What follows belongs to an exercise in optimizing a design on an open flow for small area, a short achievable clock period and few clock cycles per item; a production flow would make more cautious choices. Function was checked by simulation only, so behaviour that the tests miss may differ from the original. No activity file was given, so power comes from the tool's default toggle rates.

## mcalu
module mcalu(
  input             clk,
  input             rst,
  input             exers_mcalu_issue,
  input [4:0]       exers_mcalu_op,
  input [6:0]       exers_robid,
  input [5:0]       exers_rd,
  input [31:0]      exers_op1,
  input [31:0]      exers_op2,
  output            mcalu_stall,
  output            mcalu_valid,
  output            mcalu_error,
  output [4:0]      mcalu_ecause,
  output [6:0]      mcalu_robid,
  output [5:0]      mcalu_rd,
  output [31:0]     mcalu_result,
  input             wb_mcalu_stall,
  input             rob_flush);
Size in the first run: ~4500 cells after synthesis, about 220 flip-flops, ~140 I/O pins, about 31000 um^2 of cells after synthesis.
clock: 20.0 ns
lec_check: 0
abc_area: 1
cap_margin: 20
core_margin: 2
core_utilization: 40
gpl_routability_driven: 0
slew_margin: 20
run.sh (not shown) runs the stock make flow with config.mk's settings and CLKGATE_MAP_FILE= SYNTH_SCRIPT=/design/flow/synth_recipe.tcl, a recipe that flattens the netlist after the stock synthesis.
The starting point completed with no timing, DRC or antenna violations.
Testbench counts at the start, summed over its fixed seeds: cycles 11,809, items 3,200.
Then changed:
--- a/flow/design.v
+++ b/flow/design.v
@@ -29,18 +29,19 @@
   reg [3:0]  bx;
   reg [32:0] H;
   reg        x0;
   reg        bs;
   reg [2:0]  st;
   reg [4:0]  cnt;
   reg        nq;
   reg        cin;
   reg [5:0]  lzaq, lzbq;
+  reg        paq, pbq;
   reg        bzq;
   reg        v_o;
   reg [31:0] res_o;
   reg [6:0]  robid_o;
   reg [5:0]  rd_o;
   assign mcalu_stall  = stall_q;
   assign mcalu_valid  = v_o;
   assign mcalu_error  = 1'b0;
   assign mcalu_ecause = 5'b0;
@@ -108,20 +109,22 @@
   bkadd #(37) u_asum (.a({5'b0, A}), .b({bx[3], bx, B ^ {32{sub}}}), .ci(cin), .s(asum));
   wire        lt_u = ~asum[32];
   wire        lt_s = (A[31] ^ B[31]) ? A[31] : asum[31];
   wire        sa     = d_sgn & A[31];
   wire        nb     = d_sgn & B[31];
   wire        in_sg  = ~exers_mcalu_op[0];
   wire [5:0]  lza_in, lzb_in;
   lzs32 u_lza (.x(exers_op1), .sg(in_sg), .n(lza_in));
   lzs32 u_lzb (.x(exers_op2), .sg(in_sg), .n(lzb_in));
+  wire        pa_in  = in_sg & exers_op1[31] & ~|(~exers_op1[31:1] & exers_op1[30:0]);
+  wire        pb_in  = in_sg & exers_op2[31] & ~|(~exers_op2[31:1] & exers_op2[30:0]);
   wire        b_zero = bzq;
-  wire [6:0]  kc     = {1'b0, lzbq} - {1'b0, lzaq} + {6'b0, sa};
+  wire [6:0]  kc     = {1'b0, lzbq} - {1'b0, lzaq} + {6'b0, paq} - {6'b0, pbq};
   wire        early  = kc[6] | bzq;
   wire [4:0]  kcl    = kc[5] ? 5'd31 : kc[4:0];
   wire [31:0] sx_lo   = is_div ? (B ^ {32{~nb}}) : (sh_left ? A : rev32(A));
   wire        sh_fill = is_div ? ~nb : (sh_sra & A[31]);
   wire [4:0]  sh_amt  = is_div ? kcl : B[4:0];
   reg  [35:0] sh_out;
   integer si;
   always @(*) begin
     sh_out = {{4{is_div}}, sx_lo};
@@ -214,18 +217,20 @@
     stall_q <= stall_n;
     v_ir    <= v_ir_n;
     v_o     <= v_o_n;
     if (~stall_q) begin
       op    <= exers_mcalu_op;
       dq    <= decode(exers_mcalu_op);
       bx    <= 4'b0;
       cin   <= ~md_in & (exers_mcalu_op[3] | (exers_mcalu_op[1] & ~exers_mcalu_op[2]));
       lzaq  <= lza_in;
+      paq   <= pa_in;
+      pbq   <= pb_in;
       lzbq  <= lzb_in;
       bzq   <= ~|exers_op2;
       robid <= exers_robid;
       rd    <= exers_rd;
       A     <= exers_op1;
       B     <= exers_op2;
       bs    <= exers_op2[31];
       st    <= ST_EX;
       cnt   <= 5'd0;
=> Cell area is higher slightly. Routed wire length is higher by a few percent. Combinational power is lower by a few percent. Power is lower by a few percent. Non-clock buffer count is higher by 18. Cell count is higher by a few percent. Synthesized cell count is higher by a few percent. Via count is higher by a few percent. Sequential power is about the same. Count of clock-buffer cells in the layout is lower by 4. Global-route usage is about the same.
Testbench counts after the change, summed over its fixed seeds: cycles 11,639, items 3,200.

Setup of v36:
Starting RTL as in the previous note.
Settings: LEC_CHECK=0, ABC_AREA=1, CAP_MARGIN=20, CORE_MARGIN=2, CORE_UTILIZATION=40, SLEW_MARGIN=20; clock period 20.0 ns.
v36 finished all stages; the layout is clean.
Testbench counts of v36, summed over its fixed seeds: cycles 11,809, items 3,200.
What v39 does differently from v36 at the input level:
--- a/flow/design.v
+++ b/flow/design.v
@@ -19,20 +19,21 @@
   localparam ST_EX  = 3'd0;   
   localparam ST_IT  = 3'd1;   
   localparam ST_FIN = 3'd2;   
   localparam ST_C9  = 3'd3;   
   reg        stall_q;
   reg        v_ir;
   reg [4:0]  op;
   reg [6:0]  robid;
   reg [5:0]  rd;
   reg [31:0] A, B;
+  reg [31:0] M;       
   reg [3:0]  bx;
   reg [32:0] H;
   reg        x0;
   reg        bs;
   reg [2:0]  st;
   reg [4:0]  cnt;
   reg        nq;
   reg        cin;
   reg [5:0]  lzaq, lzbq;
   reg        bzq;
@@ -137,22 +138,22 @@
     for (pi = 1; pi < 32; pi = pi + 1) pseen[pi] = pseen[pi-1] | px[pi-1];
   end
   wire [31:0] pm = px & ~pseen;
   reg  [4:0]  pidx;
   integer pj;
   always @(*) begin
     pidx = 5'd0;
     for (pj = 0; pj < 32; pj = pj + 1)
       pidx = pidx | ({5{pm[pj]}} & pj[4:0]);
   end
-  wire        ma_sgn = ma_s & A[31];
-  wire [40:0] m1 = {{9{ma_sgn}}, A};
+  wire        ma_sgn = ma_s & M[31];
+  wire [40:0] m1 = {{9{ma_sgn}}, M};
   wire [40:0] m2 = {m1[39:0], 1'b0};
   function [2:0] booth(input [2:0] m);
     booth = {(m[2] & ~m[1] & ~m[0]) | (~m[2] & m[1] & m[0]), m[1] ^ m[0], m[2]};
   endfunction
   function [11:0] booth4(input [8:0] m);
     booth4 = {booth(m[8:6]), booth(m[6:4]), booth(m[4:2]), booth(m[2:0])};
   endfunction
   reg  [11:0] bsel;
   wire [40:0] pp0 = (({41{bsel[1]}}  & m1) | ({41{bsel[2]}}  & m2)) ^ {41{bsel[0]}};
   wire [40:0] pp1 = (({41{bsel[4]}}  & m1) | ({41{bsel[5]}}  & m2)) ^ {41{bsel[3]}};
@@ -218,20 +219,21 @@
       op    <= exers_mcalu_op;
       dq    <= decode(exers_mcalu_op);
       bx    <= 4'b0;
       cin   <= ~md_in & (exers_mcalu_op[3] | (exers_mcalu_op[1] & ~exers_mcalu_op[2]));
       lzaq  <= lza_in;
       lzbq  <= lzb_in;
       bzq   <= ~|exers_op2;
       robid <= exers_robid;
       rd    <= exers_rd;
       A     <= exers_op1;
+      M     <= exers_op1;
       B     <= exers_op2;
       bs    <= exers_op2[31];
       st    <= ST_EX;
       cnt   <= 5'd0;
       H     <= 33'b0;
       x0    <= 1'b0;
       bsel  <= booth4({exers_op2[7:0], 1'b0});
     end else if (is_mul) begin
       if (s_ex) begin
         H   <= msum[40:8];
==> run notes <==
The run showing the smaller fraction of the yosys area taken by sequential cells is v36. Total of plain and repair buffers excluding clock buffers (v39 over v36): decrease, about 8%. Actual slew at the worst max-slew pin, v39 and v36, higher one = v36. v36 consumes more power than v39. Routed length per placed instance (v39 / v36): 0.915. v36 → v39: worst-case setup margin in the final layout up 0.20 ns; inverter count of the layout excluding clock inverters rose 23; TritonCTS sink count has increased; number of antenna violations at the first check in global routing +6. v36 has higher total half-perimeter wirelength after legalization and detailed placement than v39. Relative to v36, the wire length of the first global-routing pass measured on v39 has decreased by a few percent. Compared v39 vs v36, and combinational cell power is down in v39.
Testbench counts of v39, summed over its fixed seeds: cycles 11,809, items 3,200.

## afterwards: timing with drivers on the ports
Ports are ideal in the flow. The routed layouts listed here were re-timed in OpenROAD. Step 1, drivers: a clkbuf_16 drives clk and a buf_2 each remaining input, both assumed. Step 2 times the ports against the registers' clock, not the clock port: input delays grow and output delays shrink by t, the midpoint of the rising clock arrivals with the driver on. a / b / c = no drivers / after step 1 / after step 2; a / b = the first two.
run	shift t [ns]	setup slack, ns	latest minus earliest clock arrival (ns)
the first run of note 1	0.676	13.277 / 13.277 / 13.277	0.025 / 0.025
the second run of note 1	0.673	13.135 / 13.135 / 13.135	0.017 / 0.016
v36	0.707	13.479 / 13.479 / 13.479	0.039 / 0.039
v39	0.645	13.676 / 13.676 / 13.545	0.035 / 0.035
After both steps every run listed still meets setup and hold. For v39, which loses most, drivers alone change the setup slack by 0.000 ns; drivers and shift together by -0.131 ns.
